This design comes from an exercise in tuning for small area on the open sky130 flow, not from production work.
In this exercise RTL edits were held to simulation tests only and were not proved equivalent to the original.

## flow/design.v (module list and top-level ports; edited modules follow where they fit)
// module sgap_conv: 4006 lines
// module fa_cell: 3 lines
// module ha_cell: 3 lines
module sgap_conv(clk,reset,ops,filterWeight2,filterWeight3,filterOut2,filterOut3,operands,data,sum);
  // ...
==> flow/flow/run.sh <==
#!/bin/bash
set -euo pipefail
W=$(pwd)
sed 's#^  log_cmd abc {\*}$abc_args#  set abc_args [lreplace $abc_args 0 1 -script '"$W"'/flow/area.abc]\n  log_cmd abc {*}$abc_args#' \
  "$FLOW_HOME/scripts/synth.tcl" > "$W/own_synth_body.tcl"
grep -q "flow/area.abc" "$W/own_synth_body.tcl"
sed 's#source $::env(SCRIPTS_DIR)/synth.tcl#source '"$W"'/own_synth_body.tcl#' synth_recipe.tcl > "$W/own_synth.tcl"
grep -q own_synth_body "$W/own_synth.tcl"
sed 's#SYNTH_SCRIPT=[^ ]*synth_recipe.tcl#SYNTH_SCRIPT='"$W"'/own_synth.tcl '"'"'BUFFER_PORTS_ARGS=-buffer_cell sky130_fd_sc_hd__buf_1'"'"'#' \
  standard.sh > "$W/own_standard.sh"
grep -q own_synth.tcl "$W/own_standard.sh"
bash "$W/own_standard.sh" finish > "$W/flow.log" 2>&1
==> flow/flow/area.abc <==
strash
dch -f
amap -F 1000
==> flow/standard.sh <==
#!/bin/bash
# synth_recipe.tcl (not shown) runs the flow's synth.tcl, then flattens the netlist and writes it again
# the make line also repeats each setting of config.mk as NAME=value (left out here)
make -C /OpenROAD-flow-scripts/flow DESIGN_CONFIG=/design/flow/config.mk WORK_HOME=/design/flow/orfs CLKGATE_MAP_FILE= SYNTH_SCRIPT=/design/flow/synth_recipe.tcl "${@:-finish}"
==> flow/config.mk <==
export PLATFORM = sky130hd
export DESIGN_NAME = sgap_conv
export DESIGN_NICKNAME = sgap_conv
export VERILOG_FILES = /design/flow/design.v
export SDC_FILE = /design/flow/constraint.sdc
export NUM_CORES = 4
export LEC_CHECK = 0
export ABC_AREA = 1
export CAP_MARGIN = 20
export CORE_MARGIN = 2
export CORE_UTILIZATION = 40
export SLEW_MARGIN = 20
export SYNTH_HIERARCHICAL = 1
==> flow/constraint.sdc <==
create_clock -name core_clock -period 35.0 [get_ports {clk}]
set_input_delay 7.0000 -clock core_clock [delete_from_list [all_inputs] [get_ports {clk}]]
set_output_delay 7.0000 -clock core_clock [all_outputs]
set_load 0.01 [all_outputs]
==> reports/summary.txt, run 1 <==
Multi-Input Combinational: 3712
Final period util: 97.1%
setup slack, reg-to-reg: 17.48 ns
Die Width: 332 microns
Top Family by Delay on Critical Path: adder cells
CTS tree: yes
Yosys top cell by area: fa_1
CTS sink cnt: 239
Post-DP HPWL: 162000 microns
gr usage total: 32.6%
largest net degree at the start of global routing: 62
Post-synth top cells: clkinv_1, fa_1, nor2_1
maxcap violations: 0
M1 WL: 71000 microns
outcome: finished clean
async set-reset flop share out of synthesis: 24.7%
final wirelength: 184000 microns
Site Rows: 120
Synth Area in Compound Gates: 25.5%
Largest regs: c2: 108 flops, p3: 72 flops
die height: 332 microns
Hold Buf Count CTS: 0
Clock Path Buffers: 3
non-clock inverter count: 879
Syn-to-layout area delta: 14.0%
Signal buf overhead: 6.16%
dpl cell area: 47700 sq um
Final Hold Viols: 0
Mapped Nets: 6492
==> run 2: changes to the inputs <==
--- a/flow/design.v
+++ b/flow/design.v
@@ -3936,62 +3936,19 @@
 wire pa_168;
 fa_cell pa_fa84 (pa_140, pa_141, pa_113, pa_167, pa_168);
 wire pa_169;
 wire pa_170;
 fa_cell pa_fa85 (pa_142, pa_143, pa_66, pa_169, pa_170);
 wire pa_171;
 wire pa_172;
 ha_cell pa_ha86 (pa_144, pa_118, pa_171, pa_172);
-wire pa_173;
-wire pa_174;
-ha_cell pa_ha87 (operands[0], pa_145, pa_173, pa_174);
-wire pa_175;
-wire pa_176;
-fa_cell pa_fa88 (pa_147, pa_146, pa_174, pa_175, pa_176);
-wire pa_177;
-wire pa_178;
-fa_cell pa_fa89 (pa_149, pa_148, pa_176, pa_177, pa_178);
-wire pa_179;
-wire pa_180;
-fa_cell pa_fa90 (pa_151, pa_150, pa_178, pa_179, pa_180);
-wire pa_181;
-wire pa_182;
-fa_cell pa_fa91 (pa_153, pa_152, pa_180, pa_181, pa_182);
-wire pa_183;
-wire pa_184;
-fa_cell pa_fa92 (pa_155, pa_154, pa_182, pa_183, pa_184);
-wire pa_185;
-wire pa_186;
-fa_cell pa_fa93 (pa_157, pa_156, pa_184, pa_185, pa_186);
-wire pa_187;
-wire pa_188;
-fa_cell pa_fa94 (pa_159, pa_158, pa_186, pa_187, pa_188);
-wire pa_189;
-wire pa_190;
-fa_cell pa_fa95 (pa_161, pa_160, pa_188, pa_189, pa_190);
-wire pa_191;
-wire pa_192;
-fa_cell pa_fa96 (pa_163, pa_162, pa_190, pa_191, pa_192);
-wire pa_193;
-wire pa_194;
-fa_cell pa_fa97 (pa_165, pa_164, pa_192, pa_193, pa_194);
-wire pa_195;
-wire pa_196;
-fa_cell pa_fa98 (pa_167, pa_166, pa_194, pa_195, pa_196);
-wire pa_197;
-wire pa_198;
-fa_cell pa_fa99 (pa_169, pa_168, pa_196, pa_197, pa_198);
-wire pa_199;
-wire pa_200;
-fa_cell pa_fa100 (pa_171, pa_170, pa_198, pa_199, pa_200);
-wire pa_201;
-wire pa_202;
-ha_cell pa_ha101 (pa_172, pa_200, pa_201, pa_202);
-wire [15:0] asum = {pa_202,pa_201,pa_199,pa_197,pa_195,pa_193,pa_191,pa_189,pa_187,pa_185,pa_183,pa_181,pa_179,pa_177,pa_175,pa_173};
+wire [15:0] asum_a = {1'b0,pa_172,pa_171,pa_169,pa_167,pa_165,pa_163,pa_161,pa_159,pa_157,pa_155,pa_153,pa_151,pa_149,pa_147,operands[0]};
+wire [15:0] asum_b = {1'b0,1'b0,pa_170,pa_168,pa_166,pa_164,pa_162,pa_160,pa_158,pa_156,pa_154,pa_152,pa_150,pa_148,pa_146,pa_145};
+wire [15:0] asum = asum_a + asum_b;
 reg [11:0] avg;
 reg [4:0] rem;
 always @(*) begin
   rem = {1'b0, asum[15:12]};
   for (b = 11; b >= 0; b = b - 1) begin
     rem = {rem[3:0], asum[b]};
     avg[b] = (rem >= 5'd9);
     if (avg[b]) rem = rem - 5'd9;
==> reports/summary.txt, run 2 <==
outcome: finished clean (unchanged)
mux contribution to synthesized area: 0% (unchanged)
Synth top area share: 39.0% (was 39.8%)
kind of end point of the critical path: output port (unchanged)
most frequent cells in the layout: clkinv_1, fa_1, buf_1, nor2_1, o22ai_1 (unchanged)
Synth Instances: 4881 (was 4830)
Post-synth top cells: clkinv_1, fa_1, nor2_1 (unchanged)
syn avg cell area: 8.85 sq um (was 8.90 sq um)
CTS tree: yes (unchanged)
hold_ws: 0.342 ns (was 0.341 ns)
largest stage delay on the critical path: 0.55 ns (was 0.59 ns)
# DRC: 0 (unchanged)
maxcap violations: 0 (unchanged)
die area: 111000 sq um (was 110000 sq um)
Final Hold Viols: 0 (unchanged)
Yosys top cell by area: fa_1 (unchanged)
critical path arrival: 26.04 ns (was 26.97 ns)
Final period util: 94.4% (was 97.1%)
count leader, synth: clkinv_1 (unchanged)
top fanout value on the critical path: 6 (was 5)
slowest CP cell: fa_1 (unchanged)
Critical Path Most Common Cell: clkinv_1 (was fa_1)
synthesis-stage register bit count: 239 (unchanged)
via-per-instance ratio: 6.14 (was 6.16)
worst min-delay path category: flip-flop to flip-flop (unchanged)
setup violators final: 0 (unchanged)
WS Path Type: input pin to output port (unchanged)
Final ANT Viol Nets: 0 (unchanged)
largest net degree at the start of global routing: 62 (unchanged)
XOR/XNOR Fraction of Synth Area: 0% (was 0.0204%)
top post-synthesis cells by area: fa_1, dfxtp_1, clkinv_1 (unchanged)
initial antenna violation count: 27 (was 26)
max reg flops: 108 (unchanged)
clock transition at the registers of the reported paths: 0.06 ns (was 0.08 ns)
Seq/Total Area, Yosys: 11.8% (about the same)
vias in the first global route: 42300 (was 42200)
Slew Viols, Final: 0 (unchanged)
Main synth FF type: dfxtp_1 (unchanged)
Die Width: 333 microns (was 332 microns)
most common cell after layout, fill and taps aside: clkinv_1 (unchanged)
Post-DP HPWL: 164000 microns (was 162000 microns)
CTS sink cnt: 239 (unchanged)
Clk Tree Root Cell: clkbuf_16 (unchanged)
die height: 333 microns (was 332 microns)
Mapped Nets: 6543 (was 6492)
Synth cell types: 41 (was 39)
placed cells: 6976 (was 6936)
H-tree lvl count: 2 (was 1)
Slew HR: 26.4% (was 26.6%)
cts bufs inserted: 34 (was 31)
Worst Tran Pin Value: 1.10 ns (was 1.09 ns)
io pins: 734 (unchanged)
1st-pass router iterations: 15 (was 14)
gr usage total: 33.0% (was 32.6%)
Hold Buf Count CTS: 0 (unchanged)
Clock Latency Late Sink: 0.59 ns (was 0.65 ns)
synthesized area: 43200 sq um (was 43000 sq um)
fin cells: 7064 (was 7031)
Synthesis Warnings: 7 (unchanged)
Final Skew: 0.0308 ns (was 0.0475 ns)
final wirelength: 186000 microns (was 184000 microns)
Initial Util: 40.4% (was 40.3%)
post-layout minimum cycle time: 33.04 ns (was 33.97 ns)
layout cells sized above 1: 2.41% (was 3.09%)
first-pass GRT wire length: 270000 microns (was 268000 microns)
NumNets Final: 7282 (was 7240)
Synth Area in Compound Gates: 25.9% (was 25.5%)
async set-reset flop share out of synthesis: 24.7% (unchanged)
WL/cell: 26.4 microns (was 26.2 microns)
final core occ: 45.9% (about the same)
RePlAce Congestion: 1.05 (was 1.07)
Biggest register: c2 (unchanged)
Clock Path Buffers: 3 (unchanged)
largest family of logic cells by synthesized area: adder cells (unchanged)
adder-cell share of the synthesized area: 42.4% (was 42.8%)
Largest regs: c2: 108 flops, p3: 72 flops (unchanged)
GRT overflow: 0 (unchanged)
Core Area: 107000 sq um (about the same)
Syn-to-layout area delta: 13.7% (was 14.0%)
DR iter-0 viols: 5796 (was 6045)
Port Buffers: 627 (unchanged)
Simple-Gate Fraction of Synth Area: 12.3% (was 12.2%)
vias: 43400 (was 43300)
startpoint class of the critical path: input pin (unchanged)
Req. time, crit path: 28.00 ns (about the same)
Fin Setup TNS: 0 ns (unchanged)
maximum clock rate: 0.0303 GHz (was 0.0294 GHz)
Post-synth EDFFs: 0 (unchanged)
Site Rows: 120 (unchanged)
run 2: cell types whose count changed after synthesis, sizes merged, moves of 8 or more:
cell / change
a22oi: -24
a222oi: +22
o21a: +21
nand3: +15
fa: -12
ha: +12
a21oi: +9
clkinv: +8
nand4: -8
run 2: path summary, 6_finish.rpt:
check	startpoint	end	slack, ns	depth (start not counted)
max	operands[96]	sum[0]	1.96	85
min	acc[5]	r[5]	0.34	0
max reg2reg	c2[69]	acc[27]	17.63	40
min reg2reg	acc[5]	r[5]	0.34	0
max in group asynchronous	reset	acc[22]	27.93	2
min in group asynchronous	reset	r[0]	6.57	2
run 2: kinds of logic (layout without fill, tap and decap cells):
group | after synthesis | in the layout
AO/OA/AOI/OAI | 1570 | 1570
AND/OR/NAND/NOR | 1226 | 1226
adder cells (fa/ha/maj) | 958 | 958
buffers and inverters | 887 | 1648
flip-flops | 239 | 239
other | 1 | 20
run 2: metal layers:
layer | part of all wire [%] | up-vias | track usage, %
met5 | 0.043 | - | 0
met4 | 5.3 | 14 | 14.9
met3 | 10 | 401 | 8.07
met2 | 46 | 2344 | 53.2
met1 | 38 | 21300 | 42.0
li1 | - | 19400 | -
run 2: through the flow:
| step | setup slack [ns] | cell area [sq um] |
|---|---|---|
| 3_5_place_dp | 0.180 | 47800 |
| 2_1_floorplan | 3.05 | 43200 |
| 3_3_place_gp | 0.502 | 47800 |
| 4_1_cts | 0.0351 | 49000 |
| 5_1_grt | -0.0143 | 49100 |
| 6_report | 1.96 | 49100 |
run 2: Yosys stat by module, one instance, submodules excluded:
| module | times used | cells | area [sq um] | flip-flops and latches |
|---|---|---|---|---|
| fa_cell | 818 | 1 | 20.0 | 0 |
| ha_cell | 19 | 1 | 12.5 | 0 |
| sgap_conv | 1 | 4044 | 26600 | 239 |
run 2: layout make-up:
cell class / count / area, sq um
diodes: 19 / 47.5
clock buffers: 41 / 908
clock inverters: 17 / 248
fillers: 10700 / 57900
inverters: 887 / 3330
multi-input cells: 3755 / 34800
flip-flops and latches: 239 / 5080
well taps: 1403 / 1760
repair buffers: 703 / 2930
run 2: repair_timing:
action	CTS	global route
gates resized for setup	0	8
buffers inserted	0	11
hold endpoints to repair	0	0
setup endpoints to repair	0	3
run 2: critical path, delay by kind of cell:
kind	cells	cell delay (ns)
buf+inv	21	3.64
compound gates	33	8.86
fa+ha+maj	11	3.71
simple gates	20	2.88
==> run 3: changes to the inputs <==
--- a/flow/config.mk
+++ b/flow/config.mk
@@ -11,2 +11,5 @@
 export CORE_UTILIZATION = 40
+export CTS_BUF_LIST = sky130_fd_sc_hd__clkbuf_8
+export CTS_CLUSTER_DIAMETER = 100
+export CTS_CLUSTER_SIZE = 20
 export SLEW_MARGIN = 20
==> reports/summary.txt, run 3 <==
Synthesis Warnings: 7 (unchanged)
Post-DP HPWL: 164000 microns (unchanged)
vias: 43400 (about the same)
1st-pass router iterations: 13 (was 15)
CTS tree: yes (unchanged)
Yosys top cell by area: fa_1 (unchanged)
Final period util: 94.2% (was 94.4%)
critical path arrival: 25.97 ns (was 26.04 ns)
Post-synth top cells: clkinv_1, fa_1, nor2_1 (unchanged)
die height: 333 microns (unchanged)
Final ANT Viol Nets: 0 (unchanged)
Seq/Total Area, Yosys: 11.8% (unchanged)
slowest CP cell: fa_1 (unchanged)
initial antenna violation count: 28 (was 27)
Core Area: 107000 sq um (unchanged)
Clk Tree Root Cell: clkbuf_8 (was clkbuf_16)
synthesis-stage register bit count: 239 (unchanged)
first-pass GRT wire length: 270000 microns (about the same)
clock transition at the registers of the reported paths: 0.10 ns (was 0.06 ns)
RePlAce Congestion: 1.05 (unchanged)
setup violators final: 0 (unchanged)
kind of end point of the critical path: output port (unchanged)
DR iter-0 viols: 5555 (was 5796)
top fanout value on the critical path: 6 (unchanged)
GRT overflow: 0 (unchanged)
Largest regs: c2: 108 flops, p3: 72 flops (unchanged)
WS Path Type: input pin to output port (unchanged)
worst path bufs/invs: 21 (unchanged)
die area: 111000 sq um (unchanged)
Syn-to-layout area delta: 12.1% (was 13.7%)
cts bufs inserted: 22 (was 34)
top post-synthesis cells by area: fa_1, dfxtp_1, clkinv_1 (unchanged)
io pins: 734 (unchanged)
outcome: finished clean (unchanged)
count leader, synth: clkinv_1 (unchanged)
Hold Buf Count CTS: 0 (unchanged)
vias in the first global route: 42200 (was 42300)
gr usage total: 32.9% (was 33.0%)
placed cells: 6976 (unchanged)
Mapped Nets: 6543 (unchanged)
Site Rows: 120 (unchanged)
fin cells: 7045 (was 7064)
layout cells sized above 1: 2.15% (was 2.41%)
Initial Util: 40.4% (unchanged)
most common cell after layout, fill and taps aside: clkinv_1 (unchanged)
Synth top area share: 39.0% (unchanged)
largest stage delay on the critical path: 0.57 ns (was 0.55 ns)
H-tree lvl count: 1 (was 2)
Critical Path Most Common Cell: clkinv_1 (unchanged)
Synth cell types: 41 (unchanged)
Clock Latency Late Sink: 0.70 ns (was 0.59 ns)
Main synth FF type: dfxtp_1 (unchanged)
largest net degree at the start of global routing: 62 (unchanged)
syn avg cell area: 8.85 sq um (unchanged)
Slew Viols, Final: 0 (unchanged)
most frequent cells in the layout: clkinv_1, fa_1, buf_1, nor2_1, o22ai_1 (unchanged)
Slew HR: 25.8% (was 26.4%)
synthesized area: 43200 sq um (unchanged)
final wirelength: 186000 microns (about the same)
Synth Instances: 4881 (unchanged)
Post-synth EDFFs: 0 (unchanged)
maxcap violations: 0 (unchanged)
maximum clock rate: 0.0303 GHz (about the same)
Final Hold Viols: 0 (unchanged)
Clock Path Buffers: 3 (unchanged)
Port Buffers: 627 (unchanged)
worst min-delay path category: flip-flop to flip-flop (unchanged)
startpoint class of the critical path: input pin (unchanged)
# DRC: 0 (unchanged)
via-per-instance ratio: 6.16 (was 6.14)
Die Width: 333 microns (unchanged)
post-layout minimum cycle time: 32.97 ns (was 33.04 ns)
CTS sink cnt: 239 (unchanged)
max reg flops: 108 (unchanged)
Biggest register: c2 (unchanged)
Req. time, crit path: 28.00 ns (about the same)
Final Skew: 0.0358 ns (was 0.0308 ns)
WL/cell: 26.4 microns (about the same)
Top Family by Delay on Critical Path: compound AO/OA/AOI/OAI gates (unchanged)
async set-reset flop share out of synthesis: 24.7% (unchanged)
Worst Tran Pin Value: 1.11 ns (was 1.10 ns)
NumNets Final: 7270 (was 7282)
## run 3: cell counts after synthesis
Identical to the previous run, type by type.
## run 3: what timing repair did
| action | 4_1_cts | 5_1_grt |
|---|---|---|
| setup buffers | 0 | 11 |
| resized for setup | 0 | 8 |
| setup endpoints to repair | 0 | 3 |
## run 3: cells by family (layout without fill, tap and decap cells)
kind of cell               count (synthesis)  in the layout  synth area share (%)
DFF                                      239            239                  11.8
adders and majority gates                958            958                  42.4
other                                      1             20               0.00868
AOI/OAI and AO/OA                       1570           1570                  25.9
and+or+nand+nor                         1226           1226                  12.3
buffers and inverters                    887           1629                  7.70
## run 3: cell type report
class,count,area (sq um)
Clock buffer,23,317
Sequential cell,239,5080
Tap cell,1403,1760
Inverter,887,3330
Antenna cell,19,47.5
Timing Repair Buffer,703,2930
Fill cell,10800,58600
Multi-Input combinational cell,3755,34800
Clock inverter,16,175
## run 3: metrics by stage
step / setup WS (ns) / area [sq um] / setup TNS [ns] / hold slack [ns] / util [%]
floorplan: 3.05 / 43200 / 0 / 0.331 / -
global placement: 0.502 / 47800 / 0 / 0.333 / 44.7
detailed placement: 0.180 / 47800 / 0 / 0.337 / 44.7
CTS: 0.0351 / 48300 / 0 / 0.350 / 45.1
global route: -0.0143 / 48500 / -0.0143 / 0.361 / 45.3
finish: 2.03 / 48500 / 0 / 0.347 / 45.3
## run 3: final timing paths
path / from / end / slack [ns] / depth (start not counted)
hold reg to reg: acc[2] / r[2] / 0.35 / 0
setup / recovery: operands[96] / sum[0] / 2.03 / 85
max in group asynchronous: reset / acc[18] / 28.06 / 2
min in group asynchronous: reset / r[2] / 6.46 / 2
setup reg to reg: c2[69] / acc[27] / 17.55 / 40
hold / removal: acc[2] / r[2] / 0.35 / 0
## run 3: Yosys stat by module, one instance, submodules excluded
module	cells	flip-flops and latches	copies in the design
sgap_conv	4044	239	1
fa_cell	1	0	818
ha_cell	1	0	19
## run 3: metal layers
| layer | GRT usage (%) | share of wire [%] | routed length, microns | up-vias |
|---|---|---|---|---|
| met5 | 0 | 0.043 | 80 | - |
| met4 | 14.0 | 5.1 | 9540 | 12 |
| met3 | 7.82 | 10 | 18700 | 370 |
| met2 | 53.1 | 46 | 86200 | 2317 |
| met1 | 42.1 | 38 | 71400 | 21300 |
| li1 | - | - | - | 19300 |
==> run 4: changes to the inputs <==
--- a/flow/config.mk
+++ b/flow/config.mk
@@ -14,2 +14,3 @@
 export CTS_CLUSTER_SIZE = 20
+export GPL_TIMING_DRIVEN = 0
 export SLEW_MARGIN = 20
==> reports/summary.txt, run 4 <==
synthesis-stage register bit count: 239 (unchanged)
setup slack, reg-to-reg: 17.56 ns (was 17.55 ns)
Clk Tree Root Cell: clkbuf_8 (unchanged)
R2R cell count: 40 (unchanged)
Core Area: 107000 sq um (unchanged)
Clock Path Buffers: 3 (unchanged)
WL/cell: 26.9 microns (was 26.4 microns)
Biggest register: c2 (unchanged)
adder-cell share of the synthesized area: 42.4% (unchanged)
post-route cell area: 48000 sq um (was 48500 sq um)
first-pass GRT wire length: 272000 microns (was 270000 microns)
register area: 5080 sq um (unchanged)
Post-synth EDFFs: 0 (unchanged)
most common cell after layout, fill and taps aside: clkinv_1 (unchanged)
gr usage total: 33.2% (was 32.9%)
placed cells: 6912 (was 6976)
XOR/XNOR Fraction of Synth Area: 0% (unchanged)
mux contribution to synthesized area: 0% (unchanged)
Slew HR: 21.8% (was 25.8%)
startpoint class of the critical path: input pin (unchanged)
critical path arrival: 26.32 ns (was 25.97 ns)
vias in the first global route: 42100 (was 42200)
initial antenna violation count: 18 (was 28)
r2r startpoint: c2[69] (unchanged)
via-per-instance ratio: 6.20 (was 6.16)
Seq/Total Area, Yosys: 11.8% (unchanged)
Initial Util: 40.4% (unchanged)
synthesized area: 43200 sq um (unchanged)
max reg flops: 108 (unchanged)
RePlAce Congestion: 1.06 (was 1.05)
worst min-delay path category: flip-flop to flip-flop (unchanged)
Final ANT Viol Nets: 0 (unchanged)
largest family of logic cells by synthesized area: adder cells (unchanged)
Synthesis Warnings: 7 (unchanged)
Worst Tran Pin Value: 1.16 ns (was 1.11 ns)
# DRC: 0 (unchanged)
Post-synth top cells: clkinv_1, fa_1, nor2_1 (unchanged)
Port Buffers: 627 (unchanged)
Critical Path Most Common Cell: clkinv_1 (unchanged)
crit path to: sum[0] (unchanged)
dpl cell area: 47400 sq um (was 47800 sq um)
Multi-input gate area: 34800 sq um (about the same)
Fill cells: 10800 (about the same)
1st-pass router iterations: 13 (unchanged)
Mapped Nets: 6543 (unchanged)
maximum clock rate: 0.0300 GHz (was 0.0303 GHz)
Final Skew: 0.0554 ns (was 0.0358 ns)
Synth cell types: 41 (unchanged)
die area: 111000 sq um (unchanged)
vias: 43200 (was 43400)
launch point of the worst path: operands[96] (unchanged)
syn avg cell area: 8.85 sq um (unchanged)
H-tree lvl count: 1 (unchanged)
largest stage delay on the critical path: 0.57 ns (about the same)
CTS tree: yes (unchanged)
post-layout minimum cycle time: 33.32 ns (was 32.97 ns)
outcome: finished clean (unchanged)
Post-DP HPWL: 166000 microns (was 164000 microns)
NumNets Final: 7207 (was 7270)
setup violators final: 0 (unchanged)
Synth Instances: 4881 (unchanged)
Clock Latency Late Sink: 0.70 ns (about the same)
io pins: 734 (unchanged)
Site Rows: 120 (unchanged)
maxcap violations: 0 (unchanged)
WS Path Type: input pin to output port (unchanged)
final wirelength: 188000 microns (was 186000 microns)
CTS sink cnt: 239 (unchanged)
Yosys top cell by area: fa_1 (unchanged)
Final period util: 95.2% (was 94.2%)
Largest regs: c2: 108 flops, p3: 72 flops (unchanged)
GRT overflow: 0 (unchanged)
die height: 333 microns (unchanged)
top post-synthesis cells by area: fa_1, dfxtp_1, clkinv_1 (unchanged)
layout cells sized above 1: 1.01% (was 2.15%)
DR iter-0 viols: 5950 (was 5555)
async set-reset flop share out of synthesis: 24.7% (unchanged)
worst path bufs/invs: 23 (was 21)
clock transition at the registers of the reported paths: 0.12 ns (was 0.10 ns)
kind of end point of the critical path: output port (unchanged)
top fanout value on the critical path: 6 (unchanged)
fin cells: 6973 (was 7045)
Slew Viols, Final: 0 (unchanged)
count leader, synth: clkinv_1 (unchanged)
most frequent cells in the layout: clkinv_1, fa_1, buf_1, nor2_1, o22ai_1 (unchanged)
largest net degree at the start of global routing: 36 (was 62)
FF-to-FF End: acc[27] (unchanged)
final core occ: 44.8% (was 45.3%)
Main synth FF type: dfxtp_1 (unchanged)
Worst path depth: 85 (unchanged)
Req. time, crit path: 28.00 ns (about the same)
Synth Area in Compound Gates: 25.9% (unchanged)
Final Hold Viols: 0 (unchanged)
Die Width: 333 microns (unchanged)
cts bufs inserted: 21 (was 22)
slowest CP cell: fa_1 (unchanged)
Synth top area share: 39.0% (unchanged)
Simple-Gate Fraction of Synth Area: 12.3% (unchanged)
Syn-to-layout area delta: 11.0% (was 12.1%)
Top Family by Delay on Critical Path: compound AO/OA/AOI/OAI gates (unchanged)
hold_ws: 0.349 ns (was 0.347 ns)
[run 4: logic make-up (layout without fill, tap and decap cells)]
kind of cell / after synthesis / count (layout)
AO/OA/AOI/OAI: 1570 / 1570
AND/OR/NAND/NOR: 1226 / 1226
adder cells (fa/ha/maj): 958 / 958
buffers and inverters: 887 / 1563
flip-flops: 239 / 239
other: 1 / 14
[run 4: timing repair]
action                                  in CTS  in global routing
hold buffers                                 0                  0
cloned                                       0                  0
resized for setup                            1                  5
endpoints found under the hold margin        0                  0
pin swaps                                    1                  7
endpoints found under the setup margin       1                  3
buffers inserted                             2                 10
[run 4: worst min path at each step]
stage / cells past startpoint / startpoint / slack, ns / endpoint
floorplan: 0 / acc[0] / 0.33 / r[0]
global placement: 0 / acc[27] / 0.33 / r[27]
detailed placement: 0 / acc[13] / 0.33 / r[13]
CTS: 0 / acc[28] / 0.34 / r[28]
global route: 0 / acc[28] / 0.35 / r[28]
finish: 0 / acc[28] / 0.35 / r[28]
[run 4: through the flow]
stage | setup slack, ns | TNS [ns]
4_1_cts | 0.185 | 0
2_1_floorplan | 3.05 | 0
6_report | 1.68 | 0
3_3_place_gp | 0.189 | 0
5_1_grt | -0.114 | -0.114
3_5_place_dp | -0.190 | -0.190
[run 4: area by class of cell]
type	instances	share of cell area (%)
multi-input cells	3755	72.6
flip-flops and latches	239	10.6
inverters	887	6.94
repair buffers	641	5.16
well taps	1403	3.66
clock buffers	21	0.603
clock inverters	14	0.329
diodes	13	0.0678
[run 4: per-layer routing]
| metal | global-route usage, % | vias up | wire length, microns | part of all wire, % |
|---|---|---|---|---|
| li1 | - | 19200 | - | - |
| met1 | 42.9 | 21300 | 72700 | 39 |
| met2 | 53.9 | 2388 | 86900 | 46 |
| met3 | 7.03 | 341 | 18300 | 9.7 |
| met4 | 14.3 | 2 | 9650 | 5.1 |
| met5 | 0 | - | 9 | 0.0048 |
[run 4: worst reg2reg max path, delay by kind of cell (launching register included)]
kind / cells / cell delay, ns
buf+inv: 2 / 0.32
fa+ha+maj: 35 / 15.46
simple gates: 2 / 0.83
flops: 1 / 0.39
compound gates: 1 / 0.29
[run 4: per-module statistics from Yosys, one instance, submodules excluded]
module	cells	cell area, sq um	copies in the design	flops+latches
sgap_conv	4044	26600	1	239
fa_cell	1	20.0	818	0
ha_cell	1	12.5	19	0
==> run 5: changes to the inputs <==
--- a/flow/flow/run.sh
+++ b/flow/flow/run.sh
@@ -8,3 +8,3 @@
 grep -q own_synth_body "$W/own_synth.tcl"
-sed 's#SYNTH_SCRIPT=[^ ]*synth_recipe.tcl#SYNTH_SCRIPT='"$W"'/own_synth.tcl '"'"'BUFFER_PORTS_ARGS=-buffer_cell sky130_fd_sc_hd__buf_1'"'"'#' \
+sed 's#SYNTH_SCRIPT=[^ ]*synth_recipe.tcl#SYNTH_SCRIPT='"$W"'/own_synth.tcl '"'"'BUFFER_PORTS_ARGS=-buffer_cell sky130_fd_sc_hd__buf_1'"'"' '"'"'CTS_ARGS=-sink_clustering_enable -repair_clock_nets -sink_clustering_size 16 -sink_clustering_max_diameter 100 -buf_list sky130_fd_sc_hd__clkbuf_8 -dont_use_dummy_load'"'"'#' \
   standard.sh > "$W/own_standard.sh"
--- a/flow/config.mk
+++ b/flow/config.mk
@@ -13,4 +13,3 @@
 export CTS_CLUSTER_DIAMETER = 100
-export CTS_CLUSTER_SIZE = 20
-export GPL_TIMING_DRIVEN = 0
+export CTS_CLUSTER_SIZE = 16
 export SLEW_MARGIN = 20
==> reports/summary.txt, run 5 <==
vias in the first global route: 42100 (about the same)
Clock Path Buffers: 3 (unchanged)
Synth Instances: 4881 (unchanged)
Final period util: 94.4% (was 95.2%)
final wirelength: 186000 microns (was 188000 microns)
worst min-delay path category: flip-flop to flip-flop (unchanged)
Synth top area share: 39.0% (unchanged)
Post-synth EDFFs: 0 (unchanged)
synthesis-stage register bit count: 239 (unchanged)
top fanout value on the critical path: 6 (unchanged)
Top Family by Delay on Critical Path: compound AO/OA/AOI/OAI gates (unchanged)
Mapped Nets: 6543 (unchanged)
Fin Setup TNS: 0 ns (unchanged)
gr usage total: 32.9% (was 33.2%)
critical path arrival: 26.03 ns (was 26.32 ns)
count leader, synth: clkinv_1 (unchanged)
Post-DP HPWL: 164000 microns (was 166000 microns)
async set-reset flop share out of synthesis: 24.7% (unchanged)
startpoint class of the critical path: input pin (unchanged)
worst path bufs/invs: 21 (was 23)
Biggest register: c2 (unchanged)
Yosys top cell by area: fa_1 (unchanged)
Syn-to-layout area delta: 11.7% (was 11.0%)
CTS sink cnt: 239 (unchanged)
Fill cells: 10800 (about the same)
NumNets Final: 7271 (was 7207)
Main synth FF type: dfxtp_1 (unchanged)
max reg flops: 108 (unchanged)
# DRC: 0 (unchanged)
Initial Util: 40.4% (unchanged)
post-layout minimum cycle time: 33.03 ns (was 33.32 ns)
DR iter-0 viols: 5933 (was 5950)
synthesized area: 43200 sq um (unchanged)
io pins: 734 (unchanged)
slowest CP cell: fa_1 (unchanged)
setup violators final: 0 (unchanged)
Worst Tran Pin Value: 1.08 ns (was 1.16 ns)
WL/cell: 26.5 microns (was 26.9 microns)
hold path cells: 0 (unchanged)
Clk Tree Root Cell: clkbuf_8 (unchanged)
GRT overflow: 0 (unchanged)
r2r startpoint: c2[78] (was c2[69])
Core Area: 107000 sq um (unchanged)
RePlAce Congestion: 1.05 (was 1.06)
Final ANT Viol Nets: 0 (unchanged)
Hold Buf Count CTS: 0 (unchanged)
die height: 333 microns (unchanged)
clock transition at the registers of the reported paths: 0.10 ns (was 0.12 ns)
Critical Path Most Common Cell: clkinv_1 (unchanged)
maxcap violations: 0 (unchanged)
Synthesis Warnings: 7 (unchanged)
Req. time, crit path: 28.00 ns (about the same)
first-pass GRT wire length: 270000 microns (was 272000 microns)
largest net degree at the start of global routing: 62 (was 36)
Site Rows: 120 (unchanged)
top post-synthesis cells by area: fa_1, dfxtp_1, clkinv_1 (unchanged)
Slew Viols, Final: 0 (unchanged)
1st-pass router iterations: 13 (unchanged)
Final Skew: 0.0784 ns (was 0.0554 ns)
Die Width: 333 microns (unchanged)
die area: 111000 sq um (unchanged)
setup slack, reg-to-reg: 17.55 ns (was 17.56 ns)
Synth cell types: 41 (unchanged)
min-delay src: acc[22] (was acc[28])
via-per-instance ratio: 6.18 (was 6.20)
Largest regs: c2: 108 flops, p3: 72 flops (unchanged)
outcome: finished clean (unchanged)
H-tree lvl count: 1 (unchanged)
Slew HR: 27.7% (was 21.8%)
final core occ: 45.1% (was 44.8%)
Post-synth top cells: clkinv_1, fa_1, nor2_1 (unchanged)
largest stage delay on the critical path: 0.55 ns (was 0.57 ns)
maximum clock rate: 0.0303 GHz (was 0.0300 GHz)
Seq/Total Area, Yosys: 11.8% (unchanged)
cts bufs inserted: 23 (was 21)
Worst Hold End: r[22] (was r[28])
layout cells sized above 1: 1.89% (was 1.01%)
CTS tree: yes (unchanged)
initial antenna violation count: 29 (was 18)
Final Hold Viols: 0 (unchanged)
vias: 43500 (was 43200)
kind of end point of the critical path: output port (unchanged)
FF-to-FF End: acc[27] (unchanged)
R2R cell count: 40 (unchanged)
Clock Latency Late Sink: 0.72 ns (was 0.70 ns)
WS Path Type: input pin to output port (unchanged)
hold_ws: 0.311 ns (was 0.349 ns)
most common cell after layout, fill and taps aside: clkinv_1 (unchanged)
syn avg cell area: 8.85 sq um (unchanged)
most frequent cells in the layout: clkinv_1, fa_1, buf_1, nor2_1, o22ai_1 (unchanged)
Port Buffers: 627 (unchanged)
==> run 5: metrics by stage <==
step	cell area (sq um)	worst slack (ns)	instances
after floorplan	43200	3.05	4881
after global placement	47800	0.502	6976
after detailed placement	47800	0.180	6976
after CTS	48100	0.0351	6999
after global routing	48300	-0.0143	7028
final	48300	1.97	7030
==> run 5: timing repair <==
item | CTS | global route
setup endpoints to repair | 0 | 3
buffers inserted | 0 | 11
gates resized for setup | 0 | 8
==> run 5: worst max-delay path by stage <==
stage | startpoint | end | depth (start not counted)
CTS | operands[96] | sum[0] | 82
global placement | operands[96] | sum[0] | 82
detailed placement | operands[96] | sum[0] | 82
finish | operands[96] | sum[0] | 85
floorplan | operands[96] | sum[0] | 80
global route | operands[96] | sum[0] | 85
==> run 5: cells by family after synthesis <==
kind of cell	count (synthesis)	synth area share, %
flip-flops	239	11.8
AND/OR/NAND/NOR	1226	12.3
adder cells (fa/ha/maj)	958	42.4
AO/OA/AOI/OAI	1570	25.9
other	1	0.00868
buffers and inverters	887	7.70
==> run 5: worst reg2reg max path: cells and delay by family (launching register included) <==
family,cells,cell delay (ns)
adders and majority gates,35,15.59
and+or+nand+nor,2,0.80
DFF,1,0.40
buffers and inverters,2,0.31
AOI/OAI and AO/OA,1,0.24
==> run 5: per-module statistics from Yosys (local to each module, per instance) <==
module     cells  times used
fa_cell        1         818
sgap_conv   4044           1
ha_cell        1          19
==> run 5: final cells by class <==
class	instances	area, sq um	area share (%)
tap	1403	1760	3.63
multi-input combinational	3755	34800	72.1
inverter	887	3330	6.89
timing repair buffer	703	2930	6.06
antenna	20	50.0	0.104
sequential	239	5080	10.5
clock buffer	23	317	0.655
==> run 5: routing by layer <==
layer  GRT usage, %  share of wire (%)
met5              0              0.042
met1           42.0                 38
met3           7.85                 10
met4           13.9                5.2
met2           53.2                 46

port drivers added, routing unchanged:
No port has a modelled driver above. Below, the same layouts with a new extraction and two added sets of constraints. Step 1: set_driving_cell puts a clkbuf_16 on clk and a buf_2 on each other input, an assumption about the parent block. Step 2, shift: input delay + t, output delay - t, t = (earliest + latest rising clock arrival at the registers) / 2. This alone moves slack from input paths to output paths. Slacks: ideal / step 1 / step 2; pairs: ideal / step 1.
run | shift t [ns] | setup slack, ns | worst setup path after step 2 | worst slew at a driven data input, ns
run 1 | 0.702 | 1.028 / 1.005 / 1.005 | input to output | 0.16
run 2 | 0.657 | 1.962 / 1.939 / 1.939 | input to output | 0.19
run 3 | 0.757 | 2.034 / 2.011 / 2.011 | input to output | 0.20
run 4 | 0.750 | 1.675 / 1.652 / 1.652 | input to output | 0.18
run 5 | 0.754 | 1.972 / 1.949 / 1.949 | input to output | 0.18
After both steps setup and hold are still met in every run listed.
